Context: an optimization exercise on an open-source flow, tuned for small area. The choices shown serve that exercise and are no tape-out recipe.
Function was checked by simulation only, so behaviour that the tests miss may differ from the original.
Power is estimated from default activity; no workload was simulated.

==> job 2576 <==
==> flow/design.v <==
module traffic_light_controller(
  input clk, reset, e_str_sensor, w_str_sensor, e_left_sensor,
        w_left_sensor, ns_sensor,
  output logic [1:0] e_str_light, w_str_light, e_left_light, w_left_light, ns_light);
  logic [3:0] t;
  logic [2:0] ph;
  logic les, lws, lel, lwl, lns;
  assign les = ~ph[2] & ~ph[1];
  assign lws = ~ph[2] & ~ph[0];
  assign lel = ph[0];
  assign lwl = ph[1];
  assign lns = ph[2];
  logic own, conf, any;
  assign own  = (les & e_str_sensor) | (lws & w_str_sensor) | (lel & e_left_sensor) |
                (lwl & w_left_sensor) | (lns & ns_sensor);
  assign conf = (~les & e_str_sensor) | (~lws & w_str_sensor) | (~lel & e_left_sensor) |
                (~lwl & w_left_sensor) | (~lns & ns_sensor);
  assign any  = e_str_sensor | w_str_sensor | e_left_sensor | w_left_sensor | ns_sensor;
  logic s, e, w, l, n;
  assign s = e_str_sensor | w_str_sensor;
  assign e = e_str_sensor | e_left_sensor;
  assign w = w_str_sensor | w_left_sensor;
  assign l = e_left_sensor | w_left_sensor;
  assign n = ns_sensor;
  logic is_h, yel, grn, early;
  assign is_h  = ~t[3] & ~t[2];
  assign yel   = t[3] & t[2] & t[1];
  assign grn   = ~is_h & ~yel;
  assign early = (~t[3] & t[2]) | (t[3] & ~t[2] & ~t[1]);
  logic [2:0] arb;
  always_comb begin
    arb = 3'b100;
    case (ph)
      3'b000:      if (e) arb = 3'b001; else if (w) arb = 3'b010; else if (l) arb = 3'b011;
                   else if (n) arb = 3'b100; else if (s) arb = 3'b000;
      3'b001:      if (w) arb = 3'b010; else if (l) arb = 3'b011; else if (n) arb = 3'b100;
                   else if (s) arb = 3'b000; else if (e) arb = 3'b001;
      3'b010:      if (l) arb = 3'b011; else if (n) arb = 3'b100; else if (s) arb = 3'b000;
                   else if (e) arb = 3'b001; else if (w) arb = 3'b010;
      3'b011:      if (n) arb = 3'b100; else if (s) arb = 3'b000; else if (e) arb = 3'b001;
                   else if (w) arb = 3'b010; else if (l) arb = 3'b011;
      default:     if (s) arb = 3'b000; else if (e) arb = 3'b001; else if (w) arb = 3'b010;
                   else if (l) arb = 3'b011; else if (n) arb = 3'b100;
    endcase
  end
  always_ff @(posedge clk) begin
    if (reset) begin
      t  <= 4'd0;
      ph <= 3'b100;
    end else if (is_h) begin
      t  <= any ? 4'd4 : 4'd0;
      ph <= arb;
    end else if (early && !own) begin
      t  <= 4'd10;
    end else if (t == 4'd4 && !conf) begin
      t  <= 4'd4;
    end else begin
      t  <= t + 4'd1;
    end
  end
  assign e_str_light  = {grn & les, yel & les};
  assign w_str_light  = {grn & lws, yel & lws};
  assign e_left_light = {grn & lel, yel & lel};
  assign w_left_light = {grn & lwl, yel & lwl};
  assign ns_light     = {grn & lns, yel & lns};
endmodule
==> flow/run.sh <==
#!/bin/bash
# synth_recipe.tcl (not shown) runs the flow's synth.tcl, then flattens the netlist and writes it again
# the make line also repeats each setting of config.mk as NAME=value (left out here)
make -C /OpenROAD-flow-scripts/flow DESIGN_CONFIG=/design/flow/config.mk WORK_HOME=/design/flow/orfs CLKGATE_MAP_FILE= SYNTH_SCRIPT=/design/flow/synth_recipe.tcl finish
==> flow/config.mk <==
export PLATFORM = sky130hd
export DESIGN_NAME = traffic_light_controller
export DESIGN_NICKNAME = traffic_light_controller
export VERILOG_FILES = /design/flow/design.v
export SDC_FILE = /design/flow/constraint.sdc
export NUM_CORES = 4
export LEC_CHECK = 0
export CAP_MARGIN = 20
export CORE_AREA = 5 5 65 65
export DIE_AREA = 0 0 70 70
export SLEW_MARGIN = 20
==> flow/constraint.sdc <==
create_clock -name core_clock -period 10.0 [get_ports {clk}]
set_input_delay 2.0000 -clock core_clock [delete_from_list [all_inputs] [get_ports {clk}]]
set_output_delay 2.0000 -clock core_clock [all_outputs]
set_load 0.01 [all_outputs]
==> job 4911: changes against job 2576 <==
==> flow/design.v, changed modules only <==
module traffic_light_controller(
  input clk, reset, e_str_sensor, w_str_sensor, e_left_sensor,
        w_left_sensor, ns_sensor,
  output logic [1:0] e_str_light, w_str_light, e_left_light, w_left_light, ns_light);
  logic [3:0] t;
  logic [2:0] ph;
  wire a = e_str_sensor, b = w_str_sensor, c = e_left_sensor, d = w_left_sensor, n = ns_sensor;
  wire own  = (~ph[1] & ~ph[2] & a) | (~ph[0] & ~ph[2] & b) | (ph[0] & c) | (ph[1] & ph[2] & c) | (ph[1] & d) | (~ph[1] & ph[2] & n);
  wire conf = (ph[1] & a) | (ph[2] & a) | (ph[0] & b) | (ph[2] & b) | (~ph[1] & d) | (~ph[2] & n) | (ph[1] & n) | (~ph[0] & ~ph[2] & c) | (~ph[0] & ~ph[1] & c);
  wire anys = a | b | c | d | n;
  wire ish  = (~t[2] & ~t[3]);
  wire tn0 = ~((~t[1] & ~t[2]) | (~t[1] & ~t[3] & ~conf) | (t[0] & t[1]) | (~t[3] & ~own) | (t[0] & ~own) | (t[0] & ~t[3]) | (reset));
  wire tn1 = ~((~t[2] & ~t[3]) | (t[0] & t[1] & t[3]) | (~t[0] & ~t[3] & own) | (t[0] & t[3] & own) | (reset));
  wire tn2 = (t[0] & t[1] & ~t[3] & ~reset) | (t[0] & t[1] & ~t[2] & ~reset) | (~t[0] & t[2] & t[3] & ~reset) | (~t[3] & own & ~reset) | (~t[2] & ~t[3] & anys & ~reset);
  wire tn3 = ~((~t[2] & ~t[3]) | (~t[0] & ~t[1] & t[2] & t[3]) | (t[0] & t[1] & t[2] & t[3]) | (~t[1] & ~t[3] & own) | (reset));
  wire pn0 = ~((~ph[0] & ~ish) | (ph[0] & ish) | (ph[1] & ~ph[2]) | (ph[2] & a) | (ph[2] & b) | (ph[1] & n) | (reset) | (~a & ~c & ish));
  wire pn1 = ~((~ph[1] & ~ish) | (ph[1] & ~c & ~d & ish) | (~ph[0] & ~ph[1] & c) | (~ph[0] & ~ph[1] & a) | (ph[2] & a & ish) | (ph[2] & b & ish) | (ph[2] & c & ish) | (ph[1] & ph[2] & n & ish) | (reset) | (~b & ~c & ~d & ish));
  wire pn2 = (ph[2] & ~ish) | (~a & ~b & ~c & ~d & ish) | (ph[0] & ~b & c & ~d & ish) | (ph[1] & ~ph[2] & c & ish) | (ph[1] & ~ph[2] & d & ish) | (ph[0] & ~b & ~d & n & ish) | (ph[1] & n & ish) | (reset);
  always_ff @(posedge clk) begin
    t  <= {tn3, tn2, tn1, tn0};
    ph <= {pn2, pn1, pn0};
  end
  assign e_str_light = {~((~t[2] & ~t[3]) | (t[1] & t[2] & t[3]) | (ph[1]) | (ph[2])), (t[1] & t[2] & t[3] & ~ph[1] & ~ph[2])};
  assign w_str_light = {~((~t[2] & ~t[3]) | (t[1] & t[2] & t[3]) | (ph[0]) | (ph[2])), (t[1] & t[2] & t[3] & ~ph[0] & ~ph[2])};
  assign e_left_light = {~((~t[2] & ~t[3]) | (t[1] & t[2] & t[3]) | (~ph[0] & ~ph[2]) | (~ph[0] & ~ph[1])), (t[1] & t[2] & t[3] & ph[1] & ph[2]) | (t[1] & t[2] & t[3] & ph[0])};
  assign w_left_light = {~((~ph[1]) | (~t[2] & ~t[3]) | (t[1] & t[2] & t[3])), (t[1] & t[2] & t[3] & ph[1])};
  assign ns_light = {~((~ph[2]) | (~t[2] & ~t[3]) | (t[1] & t[2] & t[3]) | (ph[1])), (t[1] & t[2] & t[3] & ~ph[1] & ph[2])};
endmodule
==> flow/flow/run.sh (new file) <==
#!/bin/bash
# The standard ORFS layout, except that the port buffers use the smallest buffer cell
# (sky130_fd_sc_hd__buf_1) rather than the one buffer_ports picks by default.
set -euo pipefail
bash standard.sh 'BUFFER_PORTS_ARGS=-buffer_cell sky130_fd_sc_hd__buf_1' finish > orfs_make.log 2>&1
==> flow/standard.sh (new file) <==
#!/bin/bash
# synth_recipe.tcl (not shown) runs the flow's synth.tcl, then flattens the netlist and writes it again
# the make line also repeats each setting of config.mk as NAME=value (left out here)
make -C /OpenROAD-flow-scripts/flow DESIGN_CONFIG=/design/flow/config.mk WORK_HOME=/design/flow/orfs CLKGATE_MAP_FILE= SYNTH_SCRIPT=/design/flow/synth_recipe.tcl "${@:-finish}"
Settings changed: CTS_BUF_LIST from default to sky130_fd_sc_hd__clkbuf_2.
removed: flow/run.sh
==> summary.txt <==
Finish
  – Buffering overhead: 19.0%
  – Multi-input gate area: 434 sq um
  – Inverter count: 6

Status
  – Status: complete, no violations

Global route
  – Number of global-route vias before repair: 640
# the run above: job 2576

==> summary.txt <==
Finish
  – Multi-input gate area: around 370 sq um
  – Buffering overhead: 9.07%

Critical path
  – Worst EP arrival: 1.43 ns
  – Crit path max-delay cell type: dfxtp_1
  – WP depth: 4

Power and ir drop
  – Peak supply drop: 23.9 uV

Status
  – Status: complete, no violations

Logic synthesis
  – Ys flop type: dfxtp_1

Global route
  – Number of global-route vias before repair: 588
# the run above: job 4911

-- afterwards: timing with drivers on the ports --
The flow's constraints put no driver on any port. The routed layouts listed below were extracted and timed again, unchanged, in two steps.
Step 1: set_driving_cell puts a clkbuf_16 on clk and a buf_2 on each other input, an assumption about the parent block.
Step 2 adds t to the input delays and takes it off the output delays; t is the mean of the earliest and latest rising clock arrival at the registers after step 1. Input paths then give back, and output paths get back, about the clock's delay inside the block.
Three values: no drivers, after step 1, after step 2; two values: the first two.
| run | shift t [ns] | setup WS [ns] | worst slew at a driven data input, ns |
|---|---|---|---|
| job 2576 | 0.260 | 6.164 / 6.144 / 6.404 | 0.03 |
| job 4911 | 0.245 | 6.568 / 6.549 / 6.411 | 0.04 |
After both steps setup and hold are still met in every run listed. The setup slack of job 4911, which loses most, moves by -0.019 ns with the drivers and by -0.157 ns with both steps.
